This design comes from an exercise in tuning for small area on the open sky130 flow, not from production work.
At most, simulation tests tie the RTL to the original design; equivalence was not proved.

==> v13 <==
==> flow/design.v (excerpt) <==
module ether_echo
  (
   input wire         clk,
   input wire         reset,
   input wire [127:0] rx_dataout0,
   input wire [127:0] rx_dataout1,
   input wire [127:0] rx_dataout2,
   input wire [127:0] rx_dataout3,
   input wire         rx_enaout0,
   input wire         rx_sopout0,
   input wire         rx_eopout0,
   input wire         rx_eopout1,
   input wire         rx_eopout2,
   input wire         rx_eopout3,
   input wire [3:0]   rx_mtyout0,
   input wire [3:0]   rx_mtyout1,
   input wire [3:0]   rx_mtyout2,
   input wire [3:0]   rx_mtyout3,
   output reg  [511:0] send_data,
   output reg          send_valid,
   output reg          send_sop,
   output reg          send_eop,
   output wire [7:0]   send_mty,
   output wire         tx_kick,
   output wire [13:0]  tx_bytes,
   input wire          cmac_busy,
   input wire          cmac_done,
   input wire          cmac_tx_rdy
   );
==> flow/config.mk <==
export PLATFORM = sky130hd
export DESIGN_NAME = ether_echo
export DESIGN_NICKNAME = ether_echo
export VERILOG_FILES = /design/flow/design.v
export SDC_FILE = /design/flow/constraint.sdc
export NUM_CORES = 4
export LEC_CHECK = 0
export CAP_MARGIN = 20
export CORE_MARGIN = 2
export CORE_UTILIZATION = 60
export PLACE_DENSITY = 0.8
export SLEW_MARGIN = 20
==> flow/constraint.sdc <==
create_clock -name core_clock -period 4.0 [get_ports {clk}]
set_input_delay 0.8000 -clock core_clock [delete_from_list [all_inputs] [get_ports {clk}]]
set_output_delay 0.8000 -clock core_clock [all_outputs]
set_load 0.01 [all_outputs]
standard.sh (not shown) runs the stock make flow with config.mk's settings and CLKGATE_MAP_FILE= SYNTH_SCRIPT=/design/flow/synth_recipe.tcl, a recipe that flattens the netlist after the stock synthesis.
==> flow/flow/run.sh <==
#!/bin/bash
# Standard ORFS layout (standard.sh: the standard flow's synthesis, floorplan, power grid
# and tap cells unchanged), with two changes to how the layout is built:
#  - port buffers are buf_1 cells instead of the default clkdlybuf4s50_1
#  - clock tree synthesis inserts no dummy loads and clusters more sinks
#    per clkbuf_16 leaf buffer
set -euo pipefail
cd "$(dirname "$0")/.."
bash standard.sh \
  "BUFFER_PORTS_ARGS=-buffer_cell sky130_fd_sc_hd__buf_1" \
  "CTS_ARGS=-sink_clustering_enable -repair_clock_nets -dont_use_dummy_load -buf_list sky130_fd_sc_hd__clkbuf_16 -sink_clustering_size 30 -sink_clustering_max_diameter 70" \
  finish > flow_standard.log 2>&1
==> v31 (differences from v13) <==
==> flow/design.v (replaced) <==
`default_nettype none
module fifo_16_1024_ft
  (
   input wire        clk,
   input wire        srst,
   input wire [13:0] din,
   input wire        wr_en,
   input wire        rd_en,
   output wire [13:0] dout,
   output wire       valid
   );
    localparam DEPTH_LOG2 = 4;
    reg [13:0] mem [0:(1<<DEPTH_LOG2)-1];
    reg [DEPTH_LOG2:0] wp;
    reg [DEPTH_LOG2:0] rp;
    wire empty = (wp == rp);
    wire full = (wp[DEPTH_LOG2] != rp[DEPTH_LOG2]) &&
                (wp[DEPTH_LOG2-1:0] == rp[DEPTH_LOG2-1:0]);
    assign valid = ~empty;
    assign dout = mem[rp[DEPTH_LOG2-1:0]];
    always @(posedge clk) begin
	if(wr_en == 1'b1 && full == 1'b0) begin
	    mem[wp[DEPTH_LOG2-1:0]] <= din;
	end
    end
    always @(posedge clk) begin
	if(srst == 1'b1) begin
	    wp <= 0;
	    rp <= 0;
	end else begin
	    if(wr_en == 1'b1 && full == 1'b0) begin
		wp <= wp + 1'b1;
	    end
	    if(rd_en == 1'b1 && empty == 1'b0) begin
		rp <= rp + 1'b1;
	    end
	end
    end
endmodule  
`default_nettype wire
`default_nettype none
module cmac_usplus_emitter
  (
   input wire clk,
   input wire reset,
   input wire din_valid,
   input wire din_sop,
   input wire din_eop,
   input wire [5:0] din_mty,
   output wire dout_kick,
   output wire [13:0] dout_bytes,
   input wire cmac_busy,
   input wire cmac_done,
   input wire cmac_tx_rdy
   );
    reg [7:0] beats;
    reg       dout_ready;
    always @(posedge clk) begin
	if(din_valid == 1'b1)
	    beats <= din_sop ? 8'd1 : beats + 8'd1;
    end
    always @(posedge clk) begin
	if(reset == 1'b1)
	    dout_ready <= 1'b0;
	else
	    dout_ready <= din_valid & din_eop;
    end
    reg fifo_rd;
    wire [13:0] fifo_q;
    wire fifo_valid;
    fifo_16_1024_ft fifo_i(.clk(clk),
			   .srst(reset),
			   .din({beats, 6'd0} - {8'd0, din_mty}),
			   .wr_en(dout_ready),
			   .rd_en(fifo_rd),
			   .dout(fifo_q),
			   .valid(fifo_valid));
    reg kick_reg, wait_done;
    reg [13:0] bytes_reg;
    assign dout_kick = kick_reg;
    assign dout_bytes = bytes_reg;
    wire start = !kick_reg && !wait_done && fifo_valid && cmac_tx_rdy;
    always @(posedge clk) begin
	if(start == 1'b1)
	    bytes_reg <= fifo_q;
    end
    always @(posedge clk) begin
	if(reset == 1'b1) begin
	    kick_reg <= 1'b0;
	    wait_done <= 1'b0;
	    fifo_rd <= 1'b0;
	end else begin
	    fifo_rd <= start;
	    if(start == 1'b1)
		kick_reg <= 1'b1;
	    else if(kick_reg == 1'b1 && cmac_busy == 1'b1) begin
		kick_reg <= 1'b0;
		wait_done <= 1'b1;
	    end else if(wait_done == 1'b1 && cmac_done == 1'b1)
		wait_done <= 1'b0;
	end
    end
endmodule  
`default_nettype wire
`default_nettype none
module ether_echo
  (
   input wire         clk,
   input wire         reset,
   input wire [127:0] rx_dataout0,
   input wire [127:0] rx_dataout1,
   input wire [127:0] rx_dataout2,
   input wire [127:0] rx_dataout3,
   input wire         rx_enaout0,
   input wire         rx_sopout0,
   input wire         rx_eopout0,
   input wire         rx_eopout1,
   input wire         rx_eopout2,
   input wire         rx_eopout3,
   input wire [3:0]   rx_mtyout0,
   input wire [3:0]   rx_mtyout1,
   input wire [3:0]   rx_mtyout2,
   input wire [3:0]   rx_mtyout3,
   output reg  [511:0] send_data,
   output reg          send_valid,
   output reg          send_sop,
   output reg          send_eop,
   output wire [7:0]   send_mty,
   output wire         tx_kick,
   output wire [13:0]  tx_bytes,
   input wire          cmac_busy,
   input wire          cmac_done,
   input wire          cmac_tx_rdy
   );
    localparam [15:0] APP_KEY = 16'h3434;
    wire [5:0] recv_mty = rx_eopout3 == 1'b1 ? {2'd0, rx_mtyout3}
	       : rx_eopout2 == 1'b1 ? {2'd1, rx_mtyout2}
	       : rx_eopout1 == 1'b1 ? {2'd2, rx_mtyout1}
	       : rx_eopout0 == 1'b1 ? {2'd3, rx_mtyout0}
               : 6'd0;
    wire recv_eop = rx_eopout0 | rx_eopout1 | rx_eopout2 | rx_eopout3;
    wire [511:0] recv_data = {rx_dataout0, rx_dataout1, rx_dataout2, rx_dataout3};
    reg in_frame;
    wire first = !in_frame && rx_enaout0 && rx_sopout0 && recv_data[415:400] == APP_KEY;
    wire acc = first || (in_frame && rx_enaout0);
    always @(posedge clk) begin
	if(reset == 1'b1)
	    in_frame <= 1'b0;
	else if(first && !recv_eop)
	    in_frame <= 1'b1;
	else if(in_frame && rx_enaout0 && recv_eop)
	    in_frame <= 1'b0;
    end
    reg [511:0] din_q;
    reg         acc_q, first_q, last_q;
    reg [5:0]   mty_q;
    wire swap = !in_frame && rx_sopout0;
    always @(posedge clk) begin
	din_q <= swap ? {recv_data[463:416], recv_data[511:464], recv_data[415:0]} : recv_data;
	mty_q <= recv_mty;
	first_q <= first;
	last_q <= recv_eop;
    end
    always @(posedge clk) begin
	if(reset == 1'b1)
	    acc_q <= 1'b0;
	else
	    acc_q <= acc;
    end
    reg [511:0] hold_q;
    reg         pend, hold_first, hold_last;
    reg [5:0]   hold_mty;
    wire single = acc_q && first_q && last_q;
    wire flush = !acc_q && pend && hold_last;
    always @(posedge clk) begin
	if(acc_q == 1'b1) begin
	    hold_q <= din_q;
	    hold_first <= first_q;
	    hold_last <= last_q;
	    hold_mty <= mty_q;
	end
    end
    always @(posedge clk) begin
	if(reset == 1'b1)
	    pend <= 1'b0;
	else if(acc_q == 1'b1)
	    pend <= !single;
	else if(flush == 1'b1)
	    pend <= 1'b0;
    end
    reg [5:0] send_mty_q;
    assign send_mty = {2'd0, send_mty_q};
    always @(posedge clk) begin
	send_data <= single ? din_q : hold_q;
	send_sop <= single ? 1'b1 : hold_first;
	send_eop <= single ? 1'b1 : flush;
	if(single)
	    send_mty_q <= mty_q;
	else if(flush)
	    send_mty_q <= hold_mty;
    end
    always @(posedge clk) begin
	if(reset == 1'b1)
	    send_valid <= 1'b0;
	else
	    send_valid <= single || flush || (acc_q && pend);
    end
    cmac_usplus_emitter cmac_usplus_emitter_i
      (
       .clk(clk),
       .reset(reset),
       .din_valid(send_valid),
       .din_sop(send_sop),
       .din_eop(send_eop),
       .din_mty(send_mty_q),
       .dout_kick(tx_kick),
       .dout_bytes(tx_bytes),
       .cmac_busy(cmac_busy),
       .cmac_done(cmac_done),
       .cmac_tx_rdy(cmac_tx_rdy)
       );
endmodule  
`default_nettype wire
==> flow/flow/run.sh (replaced) <==
#!/bin/bash
# Standard ORFS layout (standard.sh: the standard flow's synthesis, floorplan, power grid
# and tap cells unchanged), with two changes to how the layout is built:
#  - port buffers are buf_1 cells instead of the default clkdlybuf4s50_1
#  - clock tree synthesis inserts no dummy loads
set -euo pipefail
cd "$(dirname "$0")/.."
bash standard.sh \
  "BUFFER_PORTS_ARGS=-buffer_cell sky130_fd_sc_hd__buf_1" \
  "CTS_ARGS=-sink_clustering_enable -repair_clock_nets -dont_use_dummy_load -buf_list sky130_fd_sc_hd__clkbuf_16 -sink_clustering_size 35 -sink_clustering_max_diameter 60" \
  finish > flow_standard.log 2>&1
- PLACE_DENSITY: 0.8 -> 0.85
==> v11 (differences from v13) <==
==> flow/design.v (replaced) <==
`default_nettype none
module fifo_16_1024_ft
  (
   input wire        clk,
   input wire        srst,
   input wire [13:0] din,
   input wire        wr_en,
   input wire        rd_en,
   output wire [13:0] dout,
   output wire       valid
   );
    localparam DEPTH_LOG2 = 4;
    reg [13:0] mem [0:(1<<DEPTH_LOG2)-1];
    reg [DEPTH_LOG2:0] wp;
    reg [DEPTH_LOG2:0] rp;
    wire empty = (wp == rp);
    wire full = (wp[DEPTH_LOG2] != rp[DEPTH_LOG2]) &&
                (wp[DEPTH_LOG2-1:0] == rp[DEPTH_LOG2-1:0]);
    assign valid = ~empty;
    assign dout = mem[rp[DEPTH_LOG2-1:0]];
    always @(posedge clk) begin
	if(wr_en == 1'b1 && full == 1'b0) begin
	    mem[wp[DEPTH_LOG2-1:0]] <= din;
	end
    end
    always @(posedge clk) begin
	if(srst == 1'b1) begin
	    wp <= 0;
	    rp <= 0;
	end else begin
	    if(wr_en == 1'b1 && full == 1'b0) begin
		wp <= wp + 1'b1;
	    end
	    if(rd_en == 1'b1 && empty == 1'b0) begin
		rp <= rp + 1'b1;
	    end
	end
    end
endmodule  
`default_nettype wire
`default_nettype none
module cmac_usplus_emitter
  (
   input wire clk,
   input wire reset,
   input wire din_valid,
   input wire din_sop,
   input wire din_eop,
   input wire [5:0] din_mty,
   output wire dout_kick,
   output wire [13:0] dout_bytes,
   input wire cmac_busy,
   input wire cmac_done,
   input wire cmac_tx_rdy
   );
    reg [7:0] beats;
    reg       dout_ready;
    always @(posedge clk) begin
	if(din_valid == 1'b1)
	    beats <= din_sop ? 8'd1 : beats + 8'd1;
    end
    always @(posedge clk) begin
	if(reset == 1'b1)
	    dout_ready <= 1'b0;
	else
	    dout_ready <= din_valid & din_eop;
    end
    reg fifo_rd;
    wire [13:0] fifo_q;
    wire fifo_valid;
    fifo_16_1024_ft fifo_i(.clk(clk),
			   .srst(reset),
			   .din({beats, 6'd0} - {8'd0, din_mty}),
			   .wr_en(dout_ready),
			   .rd_en(fifo_rd),
			   .dout(fifo_q),
			   .valid(fifo_valid));
    reg kick_reg, wait_done;
    reg [13:0] bytes_reg;
    assign dout_kick = kick_reg;
    assign dout_bytes = bytes_reg;
    wire start = !kick_reg && !wait_done && fifo_valid && cmac_tx_rdy;
    always @(posedge clk) begin
	if(start == 1'b1)
	    bytes_reg <= fifo_q;
    end
    always @(posedge clk) begin
	if(reset == 1'b1) begin
	    kick_reg <= 1'b0;
	    wait_done <= 1'b0;
	    fifo_rd <= 1'b0;
	end else begin
	    fifo_rd <= start;
	    if(start == 1'b1)
		kick_reg <= 1'b1;
	    else if(kick_reg == 1'b1 && cmac_busy == 1'b1) begin
		kick_reg <= 1'b0;
		wait_done <= 1'b1;
	    end else if(wait_done == 1'b1 && cmac_done == 1'b1)
		wait_done <= 1'b0;
	end
    end
endmodule  
`default_nettype wire
`default_nettype none
module ether_echo
  (
   input wire         clk,
   input wire         reset,
   input wire [127:0] rx_dataout0,
   input wire [127:0] rx_dataout1,
   input wire [127:0] rx_dataout2,
   input wire [127:0] rx_dataout3,
   input wire         rx_enaout0,
   input wire         rx_sopout0,
   input wire         rx_eopout0,
   input wire         rx_eopout1,
   input wire         rx_eopout2,
   input wire         rx_eopout3,
   input wire [3:0]   rx_mtyout0,
   input wire [3:0]   rx_mtyout1,
   input wire [3:0]   rx_mtyout2,
   input wire [3:0]   rx_mtyout3,
   output reg  [511:0] send_data,
   output reg          send_valid,
   output reg          send_sop,
   output reg          send_eop,
   output wire [7:0]   send_mty,
   output wire         tx_kick,
   output wire [13:0]  tx_bytes,
   input wire          cmac_busy,
   input wire          cmac_done,
   input wire          cmac_tx_rdy
   );
    localparam [15:0] APP_KEY = 16'h3434;
    wire [5:0] recv_mty = rx_eopout3 == 1'b1 ? {2'd0, rx_mtyout3}
	       : rx_eopout2 == 1'b1 ? {2'd1, rx_mtyout2}
	       : rx_eopout1 == 1'b1 ? {2'd2, rx_mtyout1}
	       : rx_eopout0 == 1'b1 ? {2'd3, rx_mtyout0}
               : 6'd0;
    wire recv_eop = rx_eopout0 | rx_eopout1 | rx_eopout2 | rx_eopout3;
    wire [511:0] recv_data = {rx_dataout0, rx_dataout1, rx_dataout2, rx_dataout3};
    reg in_frame;
    wire first = !in_frame && rx_enaout0 && rx_sopout0 && recv_data[415:400] == APP_KEY;
    wire acc = first || (in_frame && rx_enaout0);
    always @(posedge clk) begin
	if(reset == 1'b1)
	    in_frame <= 1'b0;
	else if(first && !recv_eop)
	    in_frame <= 1'b1;
	else if(in_frame && rx_enaout0 && recv_eop)
	    in_frame <= 1'b0;
    end
    reg [511:0] din_q;
    reg         acc_q, first_q, last_q;
    reg [5:0]   mty_q;
    wire swap = !in_frame && rx_sopout0;
    always @(posedge clk) begin
	din_q <= swap ? {recv_data[463:416], recv_data[511:464], recv_data[415:0]} : recv_data;
	mty_q <= recv_mty;
	first_q <= first;
	last_q <= recv_eop;
    end
    always @(posedge clk) begin
	if(reset == 1'b1)
	    acc_q <= 1'b0;
	else
	    acc_q <= acc;
    end
    reg [511:0] hold_q;
    reg         pend, hold_first, hold_last;
    reg [5:0]   hold_mty;
    wire single = acc_q && first_q && last_q;
    wire flush = !acc_q && pend && hold_last;
    always @(posedge clk) begin
	if(acc_q == 1'b1) begin
	    hold_q <= din_q;
	    hold_first <= first_q;
	    hold_last <= last_q;
	    hold_mty <= mty_q;
	end
    end
    always @(posedge clk) begin
	if(reset == 1'b1)
	    pend <= 1'b0;
	else if(acc_q == 1'b1)
	    pend <= !single;
	else if(flush == 1'b1)
	    pend <= 1'b0;
    end
    reg [5:0] send_mty_q;
    assign send_mty = {2'd0, send_mty_q};
    always @(posedge clk) begin
	send_data <= single ? din_q : hold_q;
	send_sop <= single ? 1'b1 : hold_first;
	send_eop <= single ? 1'b1 : flush;
	if(single)
	    send_mty_q <= mty_q;
	else if(flush)
	    send_mty_q <= hold_mty;
    end
    always @(posedge clk) begin
	if(reset == 1'b1)
	    send_valid <= 1'b0;
	else
	    send_valid <= single || flush || (acc_q && pend);
    end
    cmac_usplus_emitter cmac_usplus_emitter_i
      (
       .clk(clk),
       .reset(reset),
       .din_valid(send_valid),
       .din_sop(send_sop),
       .din_eop(send_eop),
       .din_mty(send_mty_q),
       .dout_kick(tx_kick),
       .dout_bytes(tx_bytes),
       .cmac_busy(cmac_busy),
       .cmac_done(cmac_done),
       .cmac_tx_rdy(cmac_tx_rdy)
       );
endmodule  
`default_nettype wire
==> flow/flow/run.sh (replaced) <==
#!/bin/bash
# Standard ORFS layout (standard.sh: the standard flow's synthesis, floorplan, power grid
# and tap cells unchanged), with two changes to how the layout is built:
#  - port buffers are buf_1 cells instead of the default clkdlybuf4s50_1
#  - clock tree synthesis inserts no dummy loads
set -euo pipefail
cd "$(dirname "$0")/.."
bash standard.sh \
  "BUFFER_PORTS_ARGS=-buffer_cell sky130_fd_sc_hd__buf_1" \
  "CTS_ARGS=-sink_clustering_enable -repair_clock_nets -dont_use_dummy_load -buf_list sky130_fd_sc_hd__clkbuf_16 -sink_clustering_size 35 -sink_clustering_max_diameter 80" \
  finish > flow_standard.log 2>&1
- CORE_UTILIZATION: 60 -> 70
- PLACE_DENSITY: 0.8 -> not set
==> notes <==
- Of v13 and v31, v13 has the higher first-iteration DRC count (gap about 30%, measured against v31).
- Worst hold slack: v31 is worse than v13 (0.072 ns).
- Synthesized cell count is the same in v31 and v11.
- Critical path depth: v13 is higher than v31 (3).
- Of v31 and v13, v13 has the higher routed wire length (gap 10%, measured against v13).
- Between v31 and v13, the lower global-route usage is in v31 (gap 4.3 points).
- Non-clock buffer count: v31 is lower than v13 (18).
- v31 completed without violations. v11 failed in I/O pin placement. v13 went through all stages and came out clean.
- Between v13 and v11, the lower area after synthesis is in v13 (gap about 3.7%, measured against v11).
For v13, only the layout was checked, not whether the RTL still works.

-- afterwards: timing with drivers on the ports --
In the flow no input, the clock included, has a driving cell. The finished layouts below were timed again as built, in two steps. Step 1 (the two cells are an assumption about what drives the block):
set clk [get_ports {clk}]
set_driving_cell -lib_cell sky130_fd_sc_hd__clkbuf_16 $clk
set_driving_cell -lib_cell sky130_fd_sc_hd__buf_2 [delete_from_list [all_inputs] $clk]
Step 2 times the ports against the registers' clock, not the clock port: input delays grow and output delays shrink by t, the midpoint of the rising clock arrivals with the driver on. Three values: no drivers, after step 1, after step 2; two values: the first two.
run	t (ns)	setup WS [ns]	worst slew at a driven data input, ns
v13	0.714	0.603 / 0.603 / 0.603	0.21
v31	0.763	1.097 / 1.097 / 1.097	0.32
After both steps setup and hold are still met in every run listed.
